What follows belongs to an exercise in optimizing a design on an open flow for small area and a short achievable clock period; a production flow would make more cautious choices. The RTL was checked by simulation tests, not by an equivalence proof against the original design. Power figures rest on the tool's default switching activity, not on a simulated workload.

==> flow/design.v <==
module rd_ao222n (
    input  wire a1, a2, b1, b2, c1, c2,
    output wire y
);
    assign y = ~((a1 & a2) | (b1 & b2) | (c1 & c2));
endmodule
module rd_ao22n (
    input  wire a1, a2, b1, b2,
    output wire y
);
    assign y = ~((a1 & a2) | (b1 & b2));
endmodule
module rd_o31ai (
    input  wire a1, a2, a3, b1,
    output wire y
);
    assign y = ~((a1 | a2 | a3) & b1);
endmodule
module rd_nand2 (
    input  wire a, b,
    output wire y
);
    assign y = ~(a & b);
endmodule
module rd_nand3 (
    input  wire a, b, c,
    output wire y
);
    assign y = ~(a & b & c);
endmodule
module rd_nand4 (
    input  wire a, b, c, d,
    output wire y
);
    assign y = ~(a & b & c & d);
endmodule
module rd_or31 (
    input  wire [30:0] sel,
    input  wire [30:0] d,
    output wire [2:0]  y
);
    wire [10:0] t;
    genvar p;
    generate
        for (p = 0; p < 10; p = p + 1) begin : g_tri
            rd_ao222n u_ao (
                .a1(sel[3*p]),   .a2(d[3*p]),
                .b1(sel[3*p+1]), .b2(d[3*p+1]),
                .c1(sel[3*p+2]), .c2(d[3*p+2]),
                .y (t[p])
            );
        end
    endgenerate
    rd_nand2 u_last (.a(sel[30]), .b(d[30]), .y(t[10]));
    rd_nand4 u_n0 (.a(t[0]), .b(t[1]), .c(t[2]), .d(t[3]), .y(y[0]));
    rd_nand4 u_n1 (.a(t[4]), .b(t[5]), .c(t[6]), .d(t[7]), .y(y[1]));
    rd_nand3 u_n2 (.a(t[8]), .b(t[9]), .c(t[10]), .y(y[2]));
endmodule
module fifo_mem #(
    parameter int DWIDTH = 32,
    parameter int NROWS  = 31
) (   
    input  wire              clk,
    input  wire [NROWS-1:0]  wsel, rsel,
    input  wire [DWIDTH-1:0] wdata,
    output wire [DWIDTH-1:0] rpart0, rpart1, rpart2
);  
    reg [DWIDTH-1:0] mem[NROWS];
    genvar i, j;
    generate
        for (i = 0; i < NROWS; i = i + 1) begin : g_row
            always @(posedge clk) begin
                if (wsel[i]) mem[i] <= wdata;
            end
        end
        for (j = 0; j < DWIDTH; j = j + 1) begin : g_bit
            wire [NROWS-1:0] col;
            for (i = 0; i < NROWS; i = i + 1) begin : g_col
                assign col[i] = mem[i][j];
            end
            rd_or31 u_or (.sel(rsel), .d(col), .y({rpart2[j], rpart1[j], rpart0[j]}));
        end
    endgenerate
endmodule
module sync_fifo #(
    parameter DWIDTH = 32,
    parameter AWIDTH = 5
) (
    input  wire              clk, rstn,
    input  wire              wren, rden,
    input  wire [DWIDTH-1:0] din,
    output wire [DWIDTH-1:0] dout,
    output wire              full,
    output wire              empty
);   
    localparam DEPTH = 1 << AWIDTH;
    localparam NROWS = DEPTH - 1;
    localparam JW = DEPTH / 2;
    reg [AWIDTH:0]   cnt;         
    reg              empty_q;     
    reg              one_q;       
    reg              full_q;      
    reg              nempty_q;    
    reg              nfull_q;     
    reg [JW-1:0]     wptr;        
    reg [NROWS-1:0]  rsel;        
    reg [DWIDTH-1:0] head;        
    wire do_wr = wren & nfull_q;
    wire do_rd = rden & nempty_q;
    wire load_din = ~nempty_q | (one_q & rden);
    wire load_buf = rden & nempty_q & ~one_q;
    wire hold = ~load_din & ~load_buf;
    wire wr_buf = do_wr & ~load_din;
    function automatic [JW-1:0] john_next(input [JW-1:0] p);
        john_next = {p[JW-2:0], ~(p[JW-1] & p[JW-2])};
    endfunction
    reg [NROWS-1:0] wsel;
    always @(*) begin
        for (int k = 0; k < NROWS; k = k + 1) begin
            if (k < JW - 1)
                wsel[k] = nfull_q & wptr[k] & ~wptr[k+1];
            else if (k == JW - 1)
                wsel[k] = nfull_q & wptr[JW-1] & wptr[0];
            else
                wsel[k] = nfull_q & ~wptr[k-JW] & wptr[k-JW+1];
        end
    end
    wire [DWIDTH-1:0] rpart0, rpart1, rpart2;
    fifo_mem #(
        .DWIDTH(DWIDTH),
        .NROWS (NROWS)
    ) u_fifomem (
        .clk   (clk),
        .wsel  (wsel),
        .rsel  (rsel),
        .wdata (din),
        .rpart0(rpart0),
        .rpart1(rpart1),
        .rpart2(rpart2)
    );
    wire [DWIDTH-1:0] head_nxt, hx, hy;
    genvar j;
    generate
        for (j = 0; j < DWIDTH; j = j + 1) begin : g_head
            rd_o31ai u_x (
                .a1(rpart0[j]), .a2(rpart1[j]), .a3(rpart2[j]), .b1(load_buf), .y(hx[j])
            );
            rd_ao22n u_y (.a1(load_din), .a2(din[j]), .b1(hold), .b2(head[j]), .y(hy[j]));
            rd_nand2 u_h (.a(hx[j]), .b(hy[j]), .y(head_nxt[j]));
        end
    endgenerate
    always @(posedge clk) begin
        head <= head_nxt;
    end
    wire inc = do_wr & ~do_rd;
    wire dec = do_rd & ~do_wr;
    wire [AWIDTH:0] cnt_up, cnt_dn;
    wire cnt_is31, cnt_is2;
    fifo_cnt_step u_step (
        .c   (cnt),
        .up  (cnt_up),
        .dn  (cnt_dn),
        .is31(cnt_is31),
        .is2 (cnt_is2)
    );
    wire empty_nxt = inc ? 1'b0 : dec ? one_q : ~nempty_q;
    wire one_nxt   = inc ? ~nempty_q : dec ? cnt_is2 : one_q;
    wire full_nxt  = inc ? cnt_is31 : dec ? 1'b0 : ~nfull_q;
    always @(posedge clk or negedge rstn) begin
        if (~rstn) begin
            cnt     <= 0;
            empty_q <= 1'b1;
            one_q   <= 1'b0;
            full_q  <= 1'b0;
            nempty_q <= 1'b0;
            nfull_q <= 1'b1;
            wptr    <= 1;
            rsel    <= 1;
        end else begin
            cnt     <= inc ? cnt_up : dec ? cnt_dn : cnt;
            empty_q <= empty_nxt;
            one_q   <= one_nxt;
            full_q  <= full_nxt;
            nempty_q <= ~empty_nxt;
            nfull_q <= ~full_nxt;
            if (wr_buf) wptr <= john_next(wptr);
            if (load_buf) rsel <= {rsel[NROWS-2:0], rsel[NROWS-1]};
        end
    end
    assign dout = head;
    assign empty = empty_q;
    assign full  = full_q;
endmodule
module fifo_cnt_step (
    input  wire [5:0] c,
    output wire [5:0] up,
    output wire [5:0] dn,
    output wire       is31,
    output wire       is2
);
    assign up   = c + 1'b1;
    assign dn   = c - 1'b1;
    assign is31 = c == 6'd31;
    assign is2  = c == 6'd2;
endmodule
clock: 4.0 ns
lec_check: 0
cap_margin: 20
core_margin: 2
core_utilization: 60
cts_cluster_diameter: 100
cts_cluster_size: 25
place_density: 0.8
setup_slack_margin: 1.95
slew_margin: 20
synth_hierarchical: 1
synth_minimum_keep_size: 0
run.sh (not shown) runs the stock make flow with config.mk's settings and CLKGATE_MAP_FILE= SYNTH_SCRIPT=/design/flow/synth_recipe.tcl, a recipe that flattens the netlist after the stock synthesis.
Next try:
--- a/flow/design.v
+++ b/flow/design.v
@@ -101,13 +101,11 @@
     reg              one_q;       
     reg              full_q;      
-    reg              nempty_q;    
-    reg              nfull_q;     
     reg [JW-1:0]     wptr;        
     reg [NROWS-1:0]  rsel;        
     reg [DWIDTH-1:0] head;        
-    wire do_wr = wren & nfull_q;
-    wire do_rd = rden & nempty_q;
-    wire load_din = ~nempty_q | (one_q & rden);
-    wire load_buf = rden & nempty_q & ~one_q;
+    wire do_wr = wren & ~full_q;
+    wire do_rd = rden & ~empty_q;
+    wire load_din = empty_q | (one_q & rden);
+    wire load_buf = rden & ~empty_q & ~one_q;
     wire hold = ~load_din & ~load_buf;
     wire wr_buf = do_wr & ~load_din;
@@ -119,9 +117,9 @@
         for (int k = 0; k < NROWS; k = k + 1) begin
             if (k < JW - 1)
-                wsel[k] = nfull_q & wptr[k] & ~wptr[k+1];
+                wsel[k] = ~full_q & wptr[k] & ~wptr[k+1];
             else if (k == JW - 1)
-                wsel[k] = nfull_q & wptr[JW-1] & wptr[0];
+                wsel[k] = ~full_q & wptr[JW-1] & wptr[0];
             else
-                wsel[k] = nfull_q & ~wptr[k-JW] & wptr[k-JW+1];
+                wsel[k] = ~full_q & ~wptr[k-JW] & wptr[k-JW+1];
         end
     end
@@ -164,7 +162,7 @@
         .is2 (cnt_is2)
     );
-    wire empty_nxt = inc ? 1'b0 : dec ? one_q : ~nempty_q;
-    wire one_nxt   = inc ? ~nempty_q : dec ? cnt_is2 : one_q;
-    wire full_nxt  = inc ? cnt_is31 : dec ? 1'b0 : ~nfull_q;
+    wire empty_nxt = inc ? 1'b0 : dec ? one_q : empty_q;
+    wire one_nxt   = inc ? empty_q : dec ? cnt_is2 : one_q;
+    wire full_nxt  = inc ? cnt_is31 : dec ? 1'b0 : full_q;
     always @(posedge clk or negedge rstn) begin
         if (~rstn) begin
@@ -173,6 +171,4 @@
             one_q   <= 1'b0;
             full_q  <= 1'b0;
-            nempty_q <= 1'b0;
-            nfull_q <= 1'b1;
             wptr    <= 1;
             rsel    <= 1;
@@ -182,6 +178,4 @@
             one_q   <= one_nxt;
             full_q  <= full_nxt;
-            nempty_q <= ~empty_nxt;
-            nfull_q <= ~full_nxt;
             if (wr_buf) wptr <= john_next(wptr);
             if (load_buf) rsel <= {rsel[NROWS-2:0], rsel[NROWS-1]};
@@ -189,6 +183,6 @@
     end
     assign dout = head;
-    assign empty = empty_q;
-    assign full  = full_q;
+    fifo_areg #(.RV(1'b1)) u_empty (.clk(clk), .rstn(rstn), .d(empty_nxt), .q(empty));
+    fifo_areg #(.RV(1'b0)) u_full (.clk(clk), .rstn(rstn), .d(full_nxt), .q(full));
 endmodule
 module fifo_cnt_step (
@@ -204,2 +198,13 @@
     assign is2  = c == 6'd2;
 endmodule
+module fifo_areg #(
+    parameter bit RV = 1'b0
+) (
+    input  wire clk, rstn, d,
+    output reg  q
+);
+    always @(posedge clk or negedge rstn) begin
+        if (~rstn) q <= RV;
+        else q <= d;
+    end
+endmodule
Global-route usage fell by 1.6 points.
Cell area increases slightly.
Sequential share of layout area decreases by 0.64 points.
First-iteration DRC count stays flat.
Critical path depth is lower by 1.
Total power grows by well over a third.
Non-clock buffer count grows by 19.
Via count is lower slightly.
Die area rose slightly.
Clock skew barely changes.
Routed wire length went down by a few percent.
Flip-flop and latch count stays the same.
Core utilization increases by 0.49 points.
Setup slack gets better by 0.047 ns.

[what the ideal ports hide]
The results above use ideal ports. As a check the final layouts listed here were re-extracted and re-timed, cells and wires unchanged. Step 1 assumes that a clkbuf_16 drives the clock port and a buf_2 every other input. Step 2 also shifts input and output timing later by t, the mid clock arrival at the registers, as if the neighbouring blocks saw the same clock. Three values: no drivers, after step 1, after step 2; two values: the first two.
run	shift t [ns]	slack for setup (ns)	worst register clock-pin slew, ns
the first run	0.680	1.881 / 1.869 / 1.327	0.10 / 0.10
the second run	0.695	1.928 / 1.871 / 1.276	0.11 / 0.11
After both steps setup and hold are still met in every run listed. The setup slack of the second run, which loses most, moves by -0.057 ns with the drivers and by -0.652 ns with both steps.
